This design comes from an exercise in tuning for small area and a short achievable clock period on the open sky130 flow, not from production work.
In this exercise RTL edits were held to simulation tests only and were not proved equivalent to the original.

[flow/run.sh]
#!/bin/bash
# synth_recipe.tcl (not shown) runs the flow's synth.tcl, then flattens the netlist and writes it again
# the make line also repeats each setting of config.mk as NAME=value (left out here)
make -C /OpenROAD-flow-scripts/flow DESIGN_CONFIG=/design/flow/config.mk WORK_HOME=/design/flow/orfs CLKGATE_MAP_FILE= SYNTH_SCRIPT=/design/flow/synth_recipe.tcl finish
[flow/config.mk]
export PLATFORM = sky130hd
export DESIGN_NAME = SMC_top
export DESIGN_NICKNAME = SMC_top
export VERILOG_FILES = /design/flow/design.v
export SDC_FILE = /design/flow/constraint.sdc
export NUM_CORES = 4
export LEC_CHECK = 0
export ABC_AREA = 1
export CAP_MARGIN = 20
export CORE_MARGIN = 2
export CORE_UTILIZATION = 40
export SLEW_MARGIN = 20
[flow/constraint.sdc]
create_clock -name core_clock -period 30.0 [get_ports {clk}]
set_input_delay 6.0000 -clock core_clock [delete_from_list [all_inputs] [get_ports {clk}]]
set_output_delay 6.0000 -clock core_clock [all_outputs]
set_load 0.01 [all_outputs]
[flow/design.v]
module SMC_top (
    input            clk,
    input      [1:0] mode,
    input      [2:0] Vgs0, Vgs1, Vgs2, Vgs3, Vgs4, Vgs5,
    input      [2:0] Vds0, Vds1, Vds2, Vds3, Vds4, Vds5,
    input      [2:0] W0, W1, W2, W3, W4, W5,
    output reg [9:0] out
);
    reg [1:0] r_mode;
    reg [2:0] r_Vgs0, r_Vgs1, r_Vgs2, r_Vgs3, r_Vgs4, r_Vgs5;
    reg [2:0] r_Vds0, r_Vds1, r_Vds2, r_Vds3, r_Vds4, r_Vds5;
    reg [2:0] r_W0, r_W1, r_W2, r_W3, r_W4, r_W5;
    wire [9:0] core_out;
    always @(posedge clk) begin
        r_mode <= mode;
        r_Vgs0 <= Vgs0; r_Vgs1 <= Vgs1; r_Vgs2 <= Vgs2;
        r_Vgs3 <= Vgs3; r_Vgs4 <= Vgs4; r_Vgs5 <= Vgs5;
        r_Vds0 <= Vds0; r_Vds1 <= Vds1; r_Vds2 <= Vds2;
        r_Vds3 <= Vds3; r_Vds4 <= Vds4; r_Vds5 <= Vds5;
        r_W0 <= W0; r_W1 <= W1; r_W2 <= W2;
        r_W3 <= W3; r_W4 <= W4; r_W5 <= W5;
        out <= core_out;
    end
    SMC core (
        .out(core_out), .mode(r_mode),
        .Vgs0(r_Vgs0), .Vgs1(r_Vgs1), .Vgs2(r_Vgs2), .Vgs3(r_Vgs3), .Vgs4(r_Vgs4), .Vgs5(r_Vgs5),
        .Vds0(r_Vds0), .Vds1(r_Vds1), .Vds2(r_Vds2), .Vds3(r_Vds3), .Vds4(r_Vds4), .Vds5(r_Vds5),
        .W0(r_W0), .W1(r_W1), .W2(r_W2), .W3(r_W3), .W4(r_W4), .W5(r_W5)
    );
endmodule

`timescale 1ns / 1ps
module Calc(
    output reg [9:0]Calc_Id_out0, output reg [9:0]Calc_Id_out1, output reg [9:0]Calc_Id_out2, output reg [9:0]Calc_Id_out3, output reg [9:0]Calc_Id_out4, output reg [9:0]Calc_Id_out5,
    output reg [9:0]Calc_gm_out0, output reg [9:0]Calc_gm_out1, output reg [9:0]Calc_gm_out2, output reg [9:0]Calc_gm_out3, output reg [9:0]Calc_gm_out4, output reg [9:0]Calc_gm_out5, 
    input [2:0]Vgs0, input [2:0]Vgs1, input [2:0]Vgs2, input [2:0]Vgs3, input [2:0]Vgs4, input [2:0]Vgs5,
    input [2:0]Vds0, input [2:0]Vds1, input [2:0]Vds2, input [2:0]Vds3, input [2:0]Vds4, input [2:0]Vds5,
    input [2:0]W0, input [2:0]W1, input [2:0]W2, input [2:0]W3, input [2:0]W4, input [2:0]W5);
    always @(*) begin
        if ((Vgs0-1)>Vds0) begin
            Calc_Id_out0 = W0*(2*(Vgs0-1)*Vds0-Vds0*Vds0)/3;
            Calc_gm_out0 = 2*(W0*Vds0)/3;
        end
        else begin
            Calc_Id_out0 = (W0*(Vgs0-1)*(Vgs0-1))/3;
            Calc_gm_out0 = 2*(W0*(Vgs0-1))/3;
        end
    end
    always @(*) begin
        if ((Vgs1-1)>Vds1) begin
            Calc_Id_out1 = W1*(2*(Vgs1-1)*Vds1-Vds1*Vds1)/3;
            Calc_gm_out1 = (2*(W1*Vds1))/3;
        end
        else begin
            Calc_Id_out1 = (W1*(Vgs1-1)*(Vgs1-1))/3;
            Calc_gm_out1 = 2*(W1*(Vgs1-1))/3;
        end
    end
    always @(*) begin
        if ((Vgs2-1)>Vds2) begin
            Calc_Id_out2 = W2*(2*(Vgs2-1)*Vds2-Vds2*Vds2)/3;
            Calc_gm_out2 = 2*(W2*Vds2)/3;
        end
        else begin
            Calc_Id_out2 = (W2*(Vgs2-1)*(Vgs2-1))/3;
            Calc_gm_out2 = 2*(W2*(Vgs2-1))/3;
        end
    end
    always @(*) begin
        if ((Vgs3-1)>Vds3) begin
            Calc_Id_out3 = W3*(2*(Vgs3-1)*Vds3-Vds3*Vds3)/3;
            Calc_gm_out3 = 2*(W3*Vds3)/3;
        end
        else begin
            Calc_Id_out3 = (W3*(Vgs3-1)*(Vgs3-1))/3;
            Calc_gm_out3 = 2*(W3*(Vgs3-1))/3;
        end
    end
    always @(*) begin
        if ((Vgs4-1)>Vds4) begin
            Calc_Id_out4 = W4*(2*(Vgs4-1)*Vds4-Vds4*Vds4)/3;
            Calc_gm_out4 = 2*(W4*Vds4)/3;
        end
        else begin
            Calc_Id_out4 = (W4*(Vgs4-1)*(Vgs4-1))/3;
            Calc_gm_out4 = 2*(W4*(Vgs4-1))/3;
        end
    end
    always @(*) begin
        if ((Vgs5-1)>Vds5) begin
            Calc_Id_out5 = W5*(2*(Vgs5-1)*Vds5-Vds5*Vds5)/3;
            Calc_gm_out5 = 2*(W5*Vds5)/3;
        end
        else begin
            Calc_Id_out5 = (W5*(Vgs5-1)*(Vgs5-1))/3;
            Calc_gm_out5 = 2*(W5*(Vgs5-1))/3;
        end
    end
endmodule
`timescale 1ns / 1ps
module Sort(output reg [9:0]n0,
            output reg [9:0]n1,
            output reg [9:0]n2,
            output reg [9:0]n3,
            output reg [9:0]n4,
            output reg [9:0]n5,
            input [9:0]Clac_out0,
            input [9:0]Clac_out1,
            input [9:0]Clac_out2,
            input [9:0]Clac_out3,
            input [9:0]Clac_out4,
            input [9:0]Clac_out5);
    integer i;
    reg [2:0]count;
    reg [9:0] tmp_n0, tmp_n1, tmp_n2, tmp_n3, tmp_n4, tmp_n5, tmp;
    always @(*) begin  
        tmp = 0;
        tmp_n0 = Clac_out0;
        tmp_n1 = Clac_out1;
        tmp_n2 = Clac_out2;
        tmp_n3 = Clac_out3;
        tmp_n4 = Clac_out4;
        tmp_n5 = Clac_out5;
        for (i = 0; i < 6; i = i + 1)begin
            count = i;
            if (count[0] == 0) begin
                if (tmp_n0 >= tmp_n1) begin
                    tmp_n0 = tmp_n0;
                    tmp_n1 = tmp_n1;
                end
                else begin
                    tmp = tmp_n0;
                    tmp_n0 = tmp_n1;
                    tmp_n1 = tmp;
                end
                if (tmp_n2 >= tmp_n3) begin
                    tmp_n2 = tmp_n2;
                    tmp_n3 = tmp_n3;
                end
                else begin
                    tmp = tmp_n2;
                    tmp_n2 = tmp_n3;
                    tmp_n3 = tmp;
                end
                if (tmp_n4 >= tmp_n5) begin
                    tmp_n4 = tmp_n4;
                    tmp_n5 = tmp_n5;
                end
                else begin
                    tmp = tmp_n4;
                    tmp_n4 = tmp_n5;
                    tmp_n5 = tmp;
                end
            end
            else begin
                if (tmp_n1 >= tmp_n2) begin
                    tmp_n1 = tmp_n1;
                    tmp_n2 = tmp_n2;
                end
                else begin
                    tmp = tmp_n1;
                    tmp_n1 = tmp_n2;
                    tmp_n2 = tmp;
                end
                if (tmp_n3 >= tmp_n4) begin
                    tmp_n3 = tmp_n3;
                    tmp_n4 = tmp_n4;
                end
                else begin
                    tmp = tmp_n3;
                    tmp_n3 = tmp_n4;
                    tmp_n4 = tmp;
                end
            end
            count = count + 1;
        end
        n0 = tmp_n0;
        n1 = tmp_n1;
        n2 = tmp_n2;
        n3 = tmp_n3;
        n4 = tmp_n4;
        n5 = tmp_n5;
    end
endmodule
`timescale 1ns / 1ps
module Choose(
    output reg [9:0]out,
    input [1:0]mode,
    input [9:0]n0,
    input [9:0]n1, 
    input [9:0]n2, 
    input [9:0]n3, 
    input [9:0]n4, 
    input [9:0]n5
);
    always@ (*) begin
        case (mode) 
            2'b00: out <= n3 + n4 + n5;
            2'b01: out <= 3*n3 + 4*n4 + 5*n5;
            2'b10: out <= n0 + n1 + n2;
            2'b11: out <= 3*n0 + 4*n1 + 5*n2;
            default : out <= 0;
        endcase
    end
endmodule
`timescale 1ns / 1ps
module SMC(output reg [9:0]out,
           input [1:0] mode,
           input [2:0] Vgs0, Vgs1, Vgs2, Vgs3, Vgs4, Vgs5,
           input [2:0] Vds0, Vds1, Vds2, Vds3, Vds4, Vds5,
           input [2:0] W0, W1, W2, W3, W4, W5
           );
    wire [9:0]Id_n0, Id_n1, Id_n2, Id_n3, Id_n4, Id_n5, gm_n0, gm_n1, gm_n2, gm_n3, gm_n4, gm_n5 ;
    wire [9:0]gm_out, Id_out;
    wire [9:0] Calc_Id_out0, Calc_Id_out1, Calc_Id_out2, Calc_Id_out3, Calc_Id_out4, Calc_Id_out5;
    wire [9:0] Calc_gm_out0, Calc_gm_out1, Calc_gm_out2, Calc_gm_out3, Calc_gm_out4, Calc_gm_out5;
    Calc Calc1(
    .Calc_Id_out0(Calc_Id_out0), .Calc_Id_out1(Calc_Id_out1), .Calc_Id_out2(Calc_Id_out2), .Calc_Id_out3(Calc_Id_out3), .Calc_Id_out4(Calc_Id_out4), .Calc_Id_out5(Calc_Id_out5),
    .Calc_gm_out0(Calc_gm_out0), .Calc_gm_out1(Calc_gm_out1), .Calc_gm_out2(Calc_gm_out2), .Calc_gm_out3(Calc_gm_out3), .Calc_gm_out4(Calc_gm_out4), .Calc_gm_out5(Calc_gm_out5), 
    .Vgs0(Vgs0), .Vgs1(Vgs1), .Vgs2(Vgs2), .Vgs3(Vgs3), .Vgs4(Vgs4), .Vgs5(Vgs5), .Vds0(Vds0), .Vds1(Vds1), .Vds2(Vds2), .Vds3(Vds3), .Vds4(Vds4), .Vds5(Vds5),
    .W0(W0), .W1(W1), .W2(W2), .W3(W3), .W4(W4), .W5(W5));
    Sort sort_Id(
                .n0(Id_n0),
                .n1(Id_n1),
                .n2(Id_n2),
                .n3(Id_n3),
                .n4(Id_n4),
                .n5(Id_n5),
                . Clac_out0(Calc_Id_out0),
                . Clac_out1(Calc_Id_out1),
                . Clac_out2(Calc_Id_out2),
                . Clac_out3(Calc_Id_out3),
                . Clac_out4(Calc_Id_out4),
                . Clac_out5(Calc_Id_out5)
                );
    Sort sort_gm(
                .n0(gm_n0),
                .n1(gm_n1),
                .n2(gm_n2),
                .n3(gm_n3),
                .n4(gm_n4),
                .n5(gm_n5),
                . Clac_out0(Calc_gm_out0),
                . Clac_out1(Calc_gm_out1),
                . Clac_out2(Calc_gm_out2),
                . Clac_out3(Calc_gm_out3),
                . Clac_out4(Calc_gm_out4),
                . Clac_out5(Calc_gm_out5)
                );
    Choose choose_gm(
    .out(gm_out),
    .mode(mode),
    .n0(gm_n0),
    .n1(gm_n1), 
    .n2(gm_n2), 
    .n3(gm_n3), 
    .n4(gm_n4), 
    .n5(gm_n5)
     );
    Choose choose_Id(
    .out(Id_out),
    .mode(mode),
    .n0(Id_n0),
    .n1(Id_n1), 
    .n2(Id_n2), 
    .n3(Id_n3), 
    .n4(Id_n4), 
    .n5(Id_n5)
    );
    always@(*) begin
        case (mode) 
            2'b00: out = gm_out;
            2'b01: out = Id_out;
            2'b10: out = gm_out;
            2'b11: out = Id_out;
            default : out = 0;
        endcase
    end
endmodule
==> run notes <==
per-layer routing:
metal,vias up,track usage (%),wire length [µm]
met5,-,0,34
met4,6,3.51,3420
met3,180,1.34,9810
met2,1548,36.3,112000
met1,40100,32.0,122000
li1,45400,-,-
stage by stage:
step | area [µm²] | setup slack [ps] | utilization [%] | hold WS (ps)
final | 94400 | 2100 | 44.5 | 703
after CTS | 89800 | 2.17 | 42.3 | 674
after global placement | 89400 | -879 | 42.1 | 655
after global routing | 94400 | -451 | 44.5 | 727
after detailed placement | 89400 | -1030 | 42.1 | 654
after floorplan | 85600 | 1580 | - | 585
worst max path at each step:
| stage | startpoint | endpoint | slack (ps) |
|---|---|---|---|
| 6_report | r_Vgs0[1]$_DFF_P_ | out[9]$_DFF_P_ | 2100 |
| 5_1_grt | r_Vgs0[1]$_DFF_P_ | out[9]$_DFF_P_ | -450 |
| 4_1_cts | r_Vgs3[0]$_DFF_P_ | out[9]$_DFF_P_ | 2 |
| 3_5_place_dp | r_Vgs3[0]$_DFF_P_ | out[9]$_DFF_P_ | -1030 |
| 3_3_place_gp | r_Vgs3[0]$_DFF_P_ | out[9]$_DFF_P_ | -880 |
| 2_1_floorplan | r_Vgs2[0]$_DFF_P_ | out[9]$_DFF_P_ | 1580 |
repair_timing:
action	4_1_cts	5_1_grt
hold buffers	0	0
gates cloned	1	28
buffers inserted	6	157
pin swaps	0	143
endpoints found under the setup margin	6	10
resized for setup	23	907
cells by family after synthesis:
kind of cell,Yosys count
fa+ha+maj,1842
flops,66
buf+inv,3031
xor+xnor,346
simple gates,6315
compound gates,2607
area by class of cell:
type	count	area share, %
inverters	2746	11.0
multi-input cells	11100	80.0
repair inverters	12	0.0782
clock inverters	1	0.00796
well taps	2821	3.74
repair buffers	383	3.43
flip-flops and latches	66	1.42
clock buffers	15	0.294
synthesized netlist by cell type (104+ instances only):
cell type     n
ha_1       1094
o21ai_1     314
or2_2       104
inv_1      2657
fa_1        748
xor2_1      248
a21oi_1     816
nand2_1    3939
o21ai_0     937
nand3_1     704
clkbuf_1    189
nor2_1     1115
critical path: cells and delay by family, from the launching register on:
family | cells | cell delay [ps]
AOI/OAI and AO/OA | 52 | 7790
xor gates and xnor gates | 4 | 730
adders and majority gates | 19 | 6300
buffers and inverters | 32 | 3060
DFF | 1 | 360
and+or+nand+nor | 85 | 9570
==> run notes <==
Status - finished clean
Compound-Gate Fraction of Synth Area - 17.1%
Area leader, netlist - fa_1
DIE HEIGHT - 467 µm
Initial DRC count - 5254
Post-DP HPWL - 209000 µm
Synth Instances - 14200
Fin nets - 16200
H-tree levels - 3
Row count - 169
Share of the synthesized area in the top cell type - 17.5%
Worst r2r path cells - 192
Final min period - 27900 ps
Worst Hold End - out[8]$_DFF_P_
Post-Syn Nets - 16100
Syn. warnings - 5
IO Count - 67
Largest Register - out
Multi-input gate area - 75500 µm²
CTS tree - yes
Via count - 87200
Critical Path Sink Type - flop
Least-Margin Pin Slew - 1130 ps
Post-synthesis xor/xnor area fraction - 3.55%
Area Overhead vs Synth - 10.3%
Final Skew - 15.2 ps
Async SR Flop Fraction - 0%
Register bit total from synthesis - 66
Initial core utilization - 40.3%
Worst EP arrival - 28260 ps
Clock latency (worst-skew pair) - 470 ps
Largest register FFs - 10
DRC viols - 0
Relative slew slack - 24.1%
Final Hold Vio Count - 0
Post-synth top flop - dfxtp_1
Wire per inst - 14.4 µm
Critical path data required time - 30360 ps
Avg Inst Size Synth - 6.02 µm²
First-pass GRT wire length - 404000 µm
Area contributors post-synth - fa_1 18%, nand2_1 17%, ha_1 16%
Commonest non-fill, non-tap cell in the layout - nand2_1
Layout cells sized above 1 - 9.74%
Final worst-path cycle share - 93.0%
Port Buffers - 66
Reg-to-reg endpoint - out[9]$_DFF_P_
Number of diodes - 0
Type of the worst min-delay path - flop to flop
Root buffer cell - clkbuf_16
Min-delay src - r_mode[0]$_DFF_P_
Seq. cell area - 1340 µm²
Post-synth cell types - 80
Routed Antenna Nets - 0
Critical path type - flop to flop
Max Freq - 0.0358 GHz
Clk slew on worst S/H paths - 80 ps
Final Non-Filler Cells - 17200
Fill cell count - 23000
Vias/cell - 5.08
Post-synthesis mux area share - 0%
Final setup fails - 0
Adder-Cell Fraction of Synth Area - 33.5%
Most frequent CP cell - nand2_1
Max incr delay on CP - 550 ps
Largest family of logic cells by synthesized area - adder cells
Most frequent cells in the layout - 3862 x nand2_1, 2623 x inv_1, 1055 x nor2_1
R2R Setup Slk - 2100 ps
Sequential area share after synthesis - 1.54%
EDFF count, synth - 0
Total wire length - 247000 µm
Router iterations before antenna repair - 6
Slew Limit Fails - 0
Initial antenna violation count - 3
Placer Congestion - 0.952
R2R Path Start - r_Vgs0[1]$_DFF_P_
DIE AREA - 218000 µm²
Crit path launch type - flop
MaxCap Viol Count - 0
Worst Hold Depth - 1
Max Fanout on Critical Path - 28
Total track usage - 22.0%
Max clock buf depth - 2
Core Area - 212000 µm²
Setup TNS - 0 ps
Cts bufs inserted - 9
Via count of the first global-routing pass - 80900
Placed insts - 17000
Largest net degree at the start of global routing - 72
Clk sinks - 66
Die Wd - 467 µm
CP max-delay cell - fa_1
Simple-gate share of the synthesized area - 30.5%
Remaining global-route overflow - 0
Netlist Area Pre-Place - 85600 µm²

## re-timing with driven ports
No port has a modelled driver above. Below, the same layout with a new extraction and two added sets of constraints. Step 1 assumes that a clkbuf_16 drives the clock port and a buf_2 every other input. Step 2 moves the port delays by t, midway between the first and last clock arrival at a register: inputs arrive t later, outputs are due t later. That takes back most of the time a late clock gives input paths. Three values: no drivers, after step 1, after step 2; two values: the first two.
t, ns: 0.552
slack for setup (ns): 2.099 / 2.099 / 2.099
hold WS [ns]: 0.703 / 0.703 / 0.703
worst setup path after step 2: register to register
pins driven straight from the clock port: 1
After both steps this run still meets setup and hold. For this run, drivers alone change the setup slack by 0.000 ns; drivers and shift together by 0.000 ns.
